Context: an optimization exercise on an open-source flow, tuned for small area and a short achievable clock period. The choices shown serve that exercise and are no tape-out recipe. Where RTL was checked, it was by simulation tests only, not by an equivalence proof against the original.

## red
==> module moving_avg_filter, before the edit <==
module moving_avg_filter #(
	parameter WIDTH = 16,
	parameter N     = 16
)(
	input                         clk,
	input                         rst_n,
	input                         in_valid,
	input      signed [WIDTH-1:0] in_sample,
	output reg                    out_valid,
	output     signed [WIDTH-1:0] out_sample
);
	localparam SHIFT = 4;
	localparam W = WIDTH + SHIFT;
	reg [WIDTH-1:0] window [0:N-2];
	reg [WIDTH-1:0] oldest;   
	reg [SHIFT-1:0] count;    
	reg             full;     
	reg [W-1:0]     sum;
	wire fills = full | (&count);   
	wire [W-1:0] b = {{SHIFT{oldest[WIDTH-1]}}, oldest};
	wire [W-1:0] c = {{SHIFT{in_sample[WIDTH-1]}}, in_sample};
	wire [W-1:0] next_sum_n, sum_n;
	wire [W-1:0] u, v, sn, kn, g0, p0, gn1, pn1, g2, p2, gn3, pn3, g4, p4, gn5, pn5, next_sum;
	mavg_pre_u             u_pru (.a(sum), .b(b), .u(u));
	mavg_pre_v             u_prv (.a(sum), .b(b), .v(v));
	mavg_merge_s           u_mgs (.u(u), .c(c), .sn(sn));
	mavg_merge_k           u_mgk (.u(u), .v(v), .c(c), .kn(kn));
	mavg_prop              u_prp (.sn(sn), .kn(kn), .p(p0));
	mavg_gen               u_gen (.sn(sn), .kn(kn), .g(g0));
	mavg_ks      #(.L(1))  u_ks1 (.gi(g0),  .pi(p0),  .go(gn1), .po(pn1));
	mavg_ks      #(.L(2))  u_ks2 (.gi(gn1), .pi(pn1), .go(g2),  .po(p2));
	mavg_ks      #(.L(3))  u_ks3 (.gi(g2),  .pi(p2),  .go(gn3), .po(pn3));
	mavg_ks      #(.L(4))  u_ks4 (.gi(gn3), .pi(pn3), .go(g4),  .po(p4));
	mavg_ks      #(.L(5))  u_ks5 (.gi(g4),  .pi(p4),  .go(gn5), .po(pn5));
	mavg_sum_n             u_sum (.p(p0), .c(gn5), .sn(next_sum_n));
	mavg_hold              u_hld (.an(next_sum_n), .bn(sum_n), .en(in_valid), .y(next_sum));
	assign sum_n = ~sum;
	integer i;
	always @(posedge clk) begin
		if (in_valid) begin
			window[0] <= in_sample;
			for (i = 1; i < N-1; i = i + 1)
				window[i] <= window[i-1];
		end
	end
	always @(posedge clk or negedge rst_n) begin
		if (!rst_n) begin
			oldest    <= {WIDTH{1'b0}};
			sum       <= {W{1'b0}};
			count     <= {SHIFT{1'b0}};
			full      <= 1'b0;
			out_valid <= 1'b0;
		end else begin
			sum       <= next_sum;
			out_valid <= 1'b0;
			if (in_valid) begin
				oldest    <= fills ? window[N-2] : {WIDTH{1'b0}};
				count     <= count + 1'b1;
				if (&count) full <= 1'b1;
				out_valid <= fills;
			end
		end
	end
	assign out_sample = sum[W-1:SHIFT];
endmodule
export LEC_CHECK = 0
export CAP_MARGIN = 20
export CORE_MARGIN = 2
export CORE_UTILIZATION = 40
export CTS_BUF_LIST = sky130_fd_sc_hd__clkbuf_16
export CTS_CLUSTER_DIAMETER = 100
export CTS_CLUSTER_SIZE = 24
export SETUP_SLACK_MARGIN = 2.3
export SLEW_MARGIN = 20
export SYNTH_HIERARCHICAL = 1
create_clock -name core_clock -period 4.8 [get_ports {clk}]
standard.sh (not shown) runs the stock make flow with config.mk's settings and CLKGATE_MAP_FILE= SYNTH_SCRIPT=/design/flow/synth_recipe.tcl, a recipe that flattens the netlist after the stock synthesis.
==> flow/flow/run.sh <==
#!/bin/bash
# The standard layout (standard.sh, unchanged synthesis), except that the
# port buffers that global placement inserts are plain buf_2 cells instead of
# the delay buffers buffer_ports picks by default.
set -euo pipefail
export BUFFER_PORTS_ARGS="-buffer_cell sky130_fd_sc_hd__buf_2"
bash standard.sh > flow_make.log 2>&1
Relative to red, the following input files were edited for orange:
-- flow/design.v --
<<< red, line 34
);
	assign p = sn ^ kn;
endmodule
module mavg_gen #(parameter W = 20) (
>>> orange, line 34
);
	assign p = sn ^ kn;
endmodule
module mavg_tprop #(parameter W = 20) (
	input  [W-1:0] sn,
	input  [W-1:0] kn,
	output [W-1:0] t
);
	assign t = ~(sn & kn);
endmodule
module mavg_gen #(parameter W = 20) (
<<< red, line 118
	wire [W-1:0] c = {{SHIFT{in_sample[WIDTH-1]}}, in_sample};
	wire [W-1:0] next_sum_n, sum_n;
	wire [W-1:0] u, v, sn, kn, g0, p0, gn1, pn1, g2, p2, gn3, pn3, g4, p4, gn5, pn5, next_sum;
	mavg_pre_u             u_pru (.a(sum), .b(b), .u(u));
>>> orange, line 125
	wire [W-1:0] c = {{SHIFT{in_sample[WIDTH-1]}}, in_sample};
	wire [W-1:0] next_sum_n, sum_n;
	wire [W-1:0] t0;
	wire [W-1:0] u, v, sn, kn, g0, p0, gn1, pn1, g2, p2, gn3, pn3, g4, p4, gn5, pn5, next_sum;
	mavg_pre_u             u_pru (.a(sum), .b(b), .u(u));
<<< red, line 125
	mavg_prop              u_prp (.sn(sn), .kn(kn), .p(p0));
	mavg_gen               u_gen (.sn(sn), .kn(kn), .g(g0));
	mavg_ks      #(.L(1))  u_ks1 (.gi(g0),  .pi(p0),  .go(gn1), .po(pn1));
	mavg_ks      #(.L(2))  u_ks2 (.gi(gn1), .pi(pn1), .go(g2),  .po(p2));
	mavg_ks      #(.L(3))  u_ks3 (.gi(g2),  .pi(p2),  .go(gn3), .po(pn3));
>>> orange, line 133
	mavg_prop              u_prp (.sn(sn), .kn(kn), .p(p0));
	mavg_gen               u_gen (.sn(sn), .kn(kn), .g(g0));
	mavg_tprop             u_tpr (.sn(sn), .kn(kn), .t(t0));
	mavg_ks      #(.L(1))  u_ks1 (.gi(g0),  .pi(t0),  .go(gn1), .po(pn1));
	mavg_ks      #(.L(2))  u_ks2 (.gi(gn1), .pi(pn1), .go(g2),  .po(p2));
	mavg_ks      #(.L(3))  u_ks3 (.gi(g2),  .pi(p2),  .go(gn3), .po(pn3));
<<< red, line 131
	mavg_ks      #(.L(5))  u_ks5 (.gi(g4),  .pi(p4),  .go(gn5), .po(pn5));
	mavg_sum_n             u_sum (.p(p0), .c(gn5), .sn(next_sum_n));
	mavg_hold              u_hld (.an(next_sum_n), .bn(sum_n), .en(in_valid), .y(next_sum));
	assign sum_n = ~sum;
	integer i;
	always @(posedge clk) begin
		if (in_valid) begin
			window[0] <= in_sample;
>>> orange, line 140
	mavg_ks      #(.L(5))  u_ks5 (.gi(g4),  .pi(p4),  .go(gn5), .po(pn5));
	mavg_sum_n             u_sum (.p(p0), .c(gn5), .sn(next_sum_n));
	mavg_hold              u_hld (.an(next_sum_n), .bn(sum_n), .en(sum_en), .y(next_sum));
	assign sum_n = ~(sum & {W{rst_n}});
	wire   sum_en = in_valid & rst_n;
	integer i;
	always @(posedge clk) begin
		sum <= next_sum;
		if (!rst_n)
			oldest <= {WIDTH{1'b0}};
		else if (in_valid)
			oldest <= fills ? window[N-2] : {WIDTH{1'b0}};
		if (in_valid) begin
			window[0] <= in_sample;
<<< red, line 143
	always @(posedge clk or negedge rst_n) begin
		if (!rst_n) begin
			oldest    <= {WIDTH{1'b0}};
			sum       <= {W{1'b0}};
			count     <= {SHIFT{1'b0}};
			full      <= 1'b0;
			out_valid <= 1'b0;
		end else begin
			sum       <= next_sum;
			out_valid <= 1'b0;
			if (in_valid) begin
				oldest    <= fills ? window[N-2] : {WIDTH{1'b0}};
				count     <= count + 1'b1;
				if (&count) full <= 1'b1;
>>> orange, line 158
	always @(posedge clk or negedge rst_n) begin
		if (!rst_n) begin
			count     <= {SHIFT{1'b0}};
			full      <= 1'b0;
			out_valid <= 1'b0;
		end else begin
			out_valid <= 1'b0;
			if (in_valid) begin
				count     <= count + 1'b1;
				if (&count) full <= 1'b1;
==> comparison <==
- Changes observed in orange relative to red: area of all placed cells without fillers fell 570 um^2; netlist area before placement fell 1.5%.
- Comparing orange with red, the total length of routed wires came out essentially unchanged.
- Looking at cell with the largest stage delay on the worst path, the o21ai_1 result is from orange; the dfrtp_1 one comes from red.
- Lower net total in the final layout among orange and red: orange
- orange against red; final cell count without fillers is down slightly.
- Against red, total cell area at the placement stage in orange fell slightly.
- Compared with red, first-iteration DRC count in orange decreased by a few percent.
For red, only the layout was checked, not whether the RTL still works.

---

Another version of the RTL of moving_avg_top (not shown whole).
For scale: roughly 36 I/O pins, ~0.011 mm^2 of cells after synthesis.
==> module moving_avg_filter, before the edit <==
module moving_avg_filter #(
	parameter WIDTH = 16,
	parameter N     = 16
)(
	input                         clk,
	input                         rst_n,
	input                         in_valid,
	input      signed [WIDTH-1:0] in_sample,
	output reg                    out_valid,
	output     signed [WIDTH-1:0] out_sample
);
	localparam SHIFT = 4;
	localparam SUM_WIDTH = WIDTH + SHIFT;
	reg signed [WIDTH-1:0] window [0:N-1];
	reg [SHIFT-1:0] count;    
	reg             full;     
	reg signed [SUM_WIDTH-1:0] sum;
	wire signed [WIDTH-1:0] old_sample = full ? window[N-1] : {WIDTH{1'b0}};
	wire signed [SUM_WIDTH-1:0] next_sum = sum + in_sample - old_sample;
	integer i;
	always @(posedge clk) begin
		if (in_valid) begin
			window[0] <= in_sample;
			for (i = 1; i < N; i = i + 1)
				window[i] <= window[i-1];
		end
	end
	always @(posedge clk or negedge rst_n) begin
		if (!rst_n) begin
			count     <= {SHIFT{1'b0}};
			full      <= 1'b0;
			sum       <= {SUM_WIDTH{1'b0}};
			out_valid <= 1'b0;
		end else begin
			out_valid <= 1'b0;
			if (in_valid) begin
				sum       <= next_sum;
				count     <= count + 1'b1;
				if (&count) full <= 1'b1;
				out_valid <= full | (&count);
			end
		end
	end
	assign out_sample = sum[SUM_WIDTH-1:SHIFT];
endmodule
make LEC_CHECK=0 CAP_MARGIN=20 CORE_MARGIN=2 CORE_UTILIZATION=40 SLEW_MARGIN=20 finish   # period 4.8 ns
run.sh (not shown) runs the stock make flow with config.mk's settings and CLKGATE_MAP_FILE= SYNTH_SCRIPT=/design/flow/synth_recipe.tcl, a recipe that flattens the netlist after the stock synthesis.
Stock flow here: none of the scripts above is used.
Change:
--- a/flow/design.v
+++ b/flow/design.v
@@ -6,43 +6,42 @@
 	input                         rst_n,
 	input                         in_valid,
 	input      signed [WIDTH-1:0] in_sample,
 	output reg                    out_valid,
-	output     signed [WIDTH-1:0] out_sample
+	output reg signed [WIDTH-1:0] out_sample
 );
 	localparam SHIFT = 4;
 	localparam SUM_WIDTH = WIDTH + SHIFT;
 	reg signed [WIDTH-1:0] window [0:N-1];
-	reg [SHIFT-1:0] count;    
-	reg             full;     
+	reg [SHIFT-1:0] ptr;
+	reg [SHIFT:0]   count;  
 	reg signed [SUM_WIDTH-1:0] sum;
-	wire signed [WIDTH-1:0] old_sample = full ? window[N-1] : {WIDTH{1'b0}};
-	wire signed [SUM_WIDTH-1:0] next_sum = sum + in_sample - old_sample;
+	wire signed [WIDTH-1:0]     old_sample = window[ptr];
+	wire signed [SUM_WIDTH-1:0] next_sum   = sum + $signed({{(SUM_WIDTH-WIDTH){in_sample[WIDTH-1]}}, in_sample})
+		                                         - $signed({{(SUM_WIDTH-WIDTH){old_sample[WIDTH-1]}}, old_sample});
 	integer i;
-	always @(posedge clk) begin
-		if (in_valid) begin
-			window[0] <= in_sample;
-			for (i = 1; i < N; i = i + 1)
-				window[i] <= window[i-1];
-		end
-	end
 	always @(posedge clk or negedge rst_n) begin
 		if (!rst_n) begin
-			count     <= {SHIFT{1'b0}};
-			full      <= 1'b0;
-			sum       <= {SUM_WIDTH{1'b0}};
-			out_valid <= 1'b0;
+			for (i = 0; i < N; i = i + 1) begin
+				window[i] <= {WIDTH{1'b0}};
+			end
+			ptr        <= {SHIFT{1'b0}};
+			count      <= {(SHIFT+1){1'b0}};
+			sum        <= {SUM_WIDTH{1'b0}};
+			out_valid  <= 1'b0;
+			out_sample <= {WIDTH{1'b0}};
 		end else begin
-			out_valid <= 1'b0;
+			out_valid <= 1'b0;  
 			if (in_valid) begin
-				sum       <= next_sum;
-				count     <= count + 1'b1;
-				if (&count) full <= 1'b1;
-				out_valid <= full | (&count);
+				sum <= next_sum;
+				window[ptr] <= in_sample;
+				ptr <= ptr == N-1 ? {SHIFT{1'b0}} : ptr + 1'b1;
+				count <= count < N ? count + 1'b1 : count;
+				out_sample <= $signed(next_sum >>> SHIFT);
+				out_valid <= count >= (N-1);
 			end
 		end
 	end
-	assign out_sample = sum[SUM_WIDTH-1:SHIFT];
 endmodule
 module moving_avg_top #(
     parameter FILTER_TYPE =  0,     
     parameter WIDTH       = 16,
=>
- The changed run passed the timing, design-rule and antenna checks
- first-iteration DRC count grows by 120%
- clock-buffer cell count climbs by 10
- die area went up by 33%
- setup slack loses 0.97 ns
- routed wire length came out higher to 2.6 times its value
- register-to-register slack gets worse by 1.1 ns
- sequential share of layout area is lower by 25 points
- clock skew goes down by 0.0053 ns
- core utilization hardly moves
Only the layout flow was run in the first run of this note; the RTL was not checked for function there.

---

The RTL this note starts from:
==> flow/design.v <==
module mavg_pre_u #(parameter W = 20) (
	input  [W-1:0] a,
	input  [W-1:0] b,
	output [W-1:0] u
);
	assign u = ~(a ^ b);
endmodule
module mavg_pre_v #(parameter W = 20) (
	input  [W-1:0] a,
	input  [W-1:0] b,
	output [W-1:0] v
);
	assign v = a & ~b;
endmodule
module mavg_merge_s #(parameter W = 20) (
	input  [W-1:0] u,
	input  [W-1:0] c,
	output [W-1:0] sn
);
	assign sn = ~(u ^ c);
endmodule
module mavg_merge_k #(parameter W = 20) (
	input  [W-1:0] u,
	input  [W-1:0] v,
	input  [W-1:0] c,
	output [W-1:0] kn
);
	assign kn = {~(v[W-2:0] | (u[W-2:0] & c[W-2:0])), 1'b0};
endmodule
module mavg_prop #(parameter W = 20) (
	input  [W-1:0] sn,
	input  [W-1:0] kn,
	output [W-1:0] p
);
	assign p = sn ^ kn;
endmodule
module mavg_gen #(parameter W = 20) (
	input  [W-1:0] sn,
	input  [W-1:0] kn,
	output [W-1:0] g
);
	assign g = ~(sn | kn);
endmodule
module mavg_ks_inv #(parameter W = 20, parameter D = 1) (
	input  [W-1:0] g,
	input  [W-1:0] p,
	output [W-1:0] gn,
	output [W-1:0] pn
);
	genvar j;
	generate
		for (j = 0; j < W; j = j + 1) begin : b
			if (j >= D) begin : op
				assign gn[j] = ~(g[j] | (p[j] & g[j-D]));
				assign pn[j] = ~(p[j] & p[j-D]);
			end else begin : pass
				assign gn[j] = ~g[j];
				assign pn[j] = 1'b1;
			end
		end
	endgenerate
endmodule
module mavg_ks_true #(parameter W = 20, parameter D = 1) (
	input  [W-1:0] gn,
	input  [W-1:0] pn,
	output [W-1:0] g,
	output [W-1:0] p
);
	genvar j;
	generate
		for (j = 0; j < W; j = j + 1) begin : b
			if (j >= D) begin : op
				assign g[j] = ~(gn[j] & (pn[j] | gn[j-D]));
				assign p[j] = ~(pn[j] | pn[j-D]);
			end else begin : pass
				assign g[j] = ~gn[j];
				assign p[j] = 1'b0;
			end
		end
	endgenerate
endmodule
module mavg_sum #(parameter W = 20) (
	input  [W-1:0] p,
	input  [W-1:0] cn,
	input  [W-1:0] hold,
	input          en,
	output [W-1:0] s
);
	assign s = en ? (p ^ ~{cn[W-2:0], 1'b1}) : hold;
endmodule
module moving_avg_filter #(
	parameter WIDTH = 16,
	parameter N     = 16
)(
	input                         clk,
	input                         rst_n,
	input                         in_valid,
	input      signed [WIDTH-1:0] in_sample,
	output reg                    out_valid,
	output     signed [WIDTH-1:0] out_sample
);
	localparam SHIFT = 4;
	localparam W = WIDTH + SHIFT;
	reg [WIDTH-1:0] window [0:N-2];
	reg [WIDTH-1:0] oldest;   
	reg [SHIFT-1:0] count;    
	reg             full;     
	reg [W-1:0]     sum;
	wire fills = full | (&count);   
	wire [W-1:0] b = {{SHIFT{oldest[WIDTH-1]}}, oldest};
	wire [W-1:0] c = {{SHIFT{in_sample[WIDTH-1]}}, in_sample};
	wire [W-1:0] u, v, sn, kn, g0, p0, gn1, pn1, g2, p2, gn3, pn3, g4, p4, gn5, pn5, next_sum;
	mavg_pre_u             u_pru (.a(sum), .b(b), .u(u));
	mavg_pre_v             u_prv (.a(sum), .b(b), .v(v));
	mavg_merge_s           u_mgs (.u(u), .c(c), .sn(sn));
	mavg_merge_k           u_mgk (.u(u), .v(v), .c(c), .kn(kn));
	mavg_prop              u_prp (.sn(sn), .kn(kn), .p(p0));
	mavg_gen               u_gen (.sn(sn), .kn(kn), .g(g0));
	mavg_ks_inv  #(.D(1))  u_ks1 (.g(g0),   .p(p0),   .gn(gn1), .pn(pn1));
	mavg_ks_true #(.D(2))  u_ks2 (.gn(gn1), .pn(pn1), .g(g2),   .p(p2));
	mavg_ks_inv  #(.D(4))  u_ks3 (.g(g2),   .p(p2),   .gn(gn3), .pn(pn3));
	mavg_ks_true #(.D(8))  u_ks4 (.gn(gn3), .pn(pn3), .g(g4),   .p(p4));
	mavg_ks_inv  #(.D(16)) u_ks5 (.g(g4),   .p(p4),   .gn(gn5), .pn(pn5));
	mavg_sum               u_sum (.p(p0), .cn(gn5), .hold(sum), .en(in_valid), .s(next_sum));
	integer i;
	always @(posedge clk) begin
		if (in_valid) begin
			window[0] <= in_sample;
			for (i = 1; i < N-1; i = i + 1)
				window[i] <= window[i-1];
		end
	end
	always @(posedge clk or negedge rst_n) begin
		if (!rst_n) begin
			oldest    <= {WIDTH{1'b0}};
			sum       <= {W{1'b0}};
			count     <= {SHIFT{1'b0}};
			full      <= 1'b0;
			out_valid <= 1'b0;
		end else begin
			sum       <= next_sum;
			out_valid <= 1'b0;
			if (in_valid) begin
				oldest    <= fills ? window[N-2] : {WIDTH{1'b0}};
				count     <= count + 1'b1;
				if (&count) full <= 1'b1;
				out_valid <= fills;
			end
		end
	end
	assign out_sample = sum[W-1:SHIFT];
endmodule
module moving_avg_top #(
    parameter FILTER_TYPE =  0,     
    parameter WIDTH       = 16,
    parameter N           = 16,
    parameter SHIFT       =  4,
    parameter DO_ROUND    =  0,
    parameter K           =  3
)(
    input                     clk,
    input                     rst_n,
    input                     in_valid,
    input  signed [WIDTH-1:0] in_sample,
    output                    out_valid,
    output signed [WIDTH-1:0] out_sample
);
    wire                     out_valid_w;
    wire signed [WIDTH-1:0]  out_sample_w;
    generate
        if (FILTER_TYPE == 0) begin : gen_win_buffer
            moving_avg_filter #(
                .WIDTH (WIDTH),
                .N     (N)
            ) u_filter (
                .clk        (clk),
                .rst_n      (rst_n),
                .in_valid   (in_valid),
                .in_sample  (in_sample),
                .out_valid  (out_valid_w),
                .out_sample (out_sample_w)
            );
        end else begin : gen_default
            moving_avg_filter #(
                .WIDTH (WIDTH),
                .N     (N)
            ) u_filter (
                .clk        (clk),
                .rst_n      (rst_n),
                .in_valid   (in_valid),
                .in_sample  (in_sample),
                .out_valid  (out_valid_w),
                .out_sample (out_sample_w)
            );
        end
    endgenerate
    assign out_valid  = out_valid_w;
    assign out_sample = out_sample_w;
endmodule
make LEC_CHECK=0 CAP_MARGIN=20 CORE_MARGIN=2 CORE_UTILIZATION=40 CTS_BUF_LIST=sky130_fd_sc_hd__clkbuf_16 CTS_CLUSTER_DIAMETER=100 CTS_CLUSTER_SIZE=24 SETUP_SLACK_MARGIN=2.2 SLEW_MARGIN=20 SYNTH_HIERARCHICAL=1 finish   # period 4.8 ns
The baseline finished with timing, DRC and antenna clean.
Then changed:
--- a/flow/design.v
+++ b/flow/design.v
@@ -81,13 +81,19 @@
 endmodule
 module mavg_sum #(parameter W = 20) (
 	input  [W-1:0] p,
 	input  [W-1:0] cn,
-	input  [W-1:0] hold,
+	output [W-1:0] s
+);
+	assign s = p ^ ~{cn[W-2:0], 1'b1};
+endmodule
+module mavg_addend #(parameter W = 16) (
+	input  [W-1:0] x,
+	input  [W-1:0] o,
 	input          en,
-	output [W-1:0] s
-);
-	assign s = en ? (p ^ ~{cn[W-2:0], 1'b1}) : hold;
+	output [W-1:0] c
+);
+	assign c = en ? x : o;
 endmodule
 module moving_avg_filter #(
 	parameter WIDTH = 16,
 	parameter N     = 16
@@ -107,9 +113,10 @@
 	reg             full;     
 	reg [W-1:0]     sum;
 	wire fills = full | (&count);   
 	wire [W-1:0] b = {{SHIFT{oldest[WIDTH-1]}}, oldest};
-	wire [W-1:0] c = {{SHIFT{in_sample[WIDTH-1]}}, in_sample};
+	wire [WIDTH-1:0] addend;
+	wire [W-1:0] c = {{SHIFT{addend[WIDTH-1]}}, addend};
 	wire [W-1:0] u, v, sn, kn, g0, p0, gn1, pn1, g2, p2, gn3, pn3, g4, p4, gn5, pn5, next_sum;
 	mavg_pre_u             u_pru (.a(sum), .b(b), .u(u));
 	mavg_pre_v             u_prv (.a(sum), .b(b), .v(v));
 	mavg_merge_s           u_mgs (.u(u), .c(c), .sn(sn));
@@ -120,9 +127,10 @@
 	mavg_ks_true #(.D(2))  u_ks2 (.gn(gn1), .pn(pn1), .g(g2),   .p(p2));
 	mavg_ks_inv  #(.D(4))  u_ks3 (.g(g2),   .p(p2),   .gn(gn3), .pn(pn3));
 	mavg_ks_true #(.D(8))  u_ks4 (.gn(gn3), .pn(pn3), .g(g4),   .p(p4));
 	mavg_ks_inv  #(.D(16)) u_ks5 (.g(g4),   .p(p4),   .gn(gn5), .pn(pn5));
-	mavg_sum               u_sum (.p(p0), .cn(gn5), .hold(sum), .en(in_valid), .s(next_sum));
+	mavg_sum               u_sum (.p(p0), .cn(gn5), .s(next_sum));
+	mavg_addend            u_add (.x(in_sample), .o(oldest), .en(in_valid), .c(addend));
 	integer i;
 	always @(posedge clk) begin
 		if (in_valid) begin
 			window[0] <= in_sample;
Core utilization goes up by 2.6 points.
Setup slack is worse by 0.034 ns.
Area after synthesis goes down by 0.61%.
Count of clock-buffer cells in the layout does not change.
Synthesized cell count goes down by about 0.46%.
Final cell count is unchanged.
Global-route usage goes up by 0.80 points.
Final area goes up by about 5.3%.
Die area goes down by 0.59%.
First-iteration DRC count goes down by about 12%.
Critical path depth goes up by 9.
No functional check of the RTL was part of the second run of this note.

afterwards: timing with drivers on the ports:
How much do the figures lean on ideal ports? The routed layouts below were timed once more, with nothing changed but the port constraints.
Step 1 (the two cells are an assumption about what drives the block):
set clk [get_ports {clk}]
set_driving_cell -lib_cell sky130_fd_sc_hd__clkbuf_16 $clk
set_driving_cell -lib_cell sky130_fd_sc_hd__buf_2 [delete_from_list [all_inputs] $clk]
Step 2 adds t to the input delays and takes it off the output delays; t is the mean of the earliest and latest rising clock arrival at the registers after step 1. Input paths then give back, and output paths get back, about the clock's delay inside the block.
Three values: ideal, step 1, step 2; two values: the first two.
| run | t (ns) | setup WS [ns] | hold slack, ns | clock arrival spread, ns | cell pins on the clock port's net |
|---|---|---|---|---|---|
| red | 0.522 | 2.448 / 2.448 / 1.968 | 0.415 / 0.415 / 0.415 | 0.019 / 0.020 | 1 |
| orange | 0.522 | 2.468 / 2.468 / 1.973 | 0.418 / 0.418 / 0.418 | 0.010 / 0.011 | 1 |
| the first run of note 2 | 0.577 | 1.183 / 1.203 / 0.626 | 0.413 / 0.413 / 0.413 | 0.021 / 0.021 | 1 |
| the second run of note 2 | 0.617 | 0.212 / 0.212 / 0.212 | 0.383 / 0.384 / 0.482 | 0.012 / 0.013 | 1 |
| the first run of note 3 | 0.538 | 2.240 / 2.196 / 1.740 | 0.406 / 0.405 / 0.406 | 0.028 / 0.029 | 1 |
| the second run of note 3 | 0.526 | 2.206 / 2.091 / 1.565 | 0.406 / 0.406 / 0.406 | 0.020 / 0.021 | 1 |
After both steps setup and hold are still met in every run listed. For the second run of note 3, which loses most, drivers alone change the setup slack by -0.115 ns; drivers and shift together by -0.641 ns.
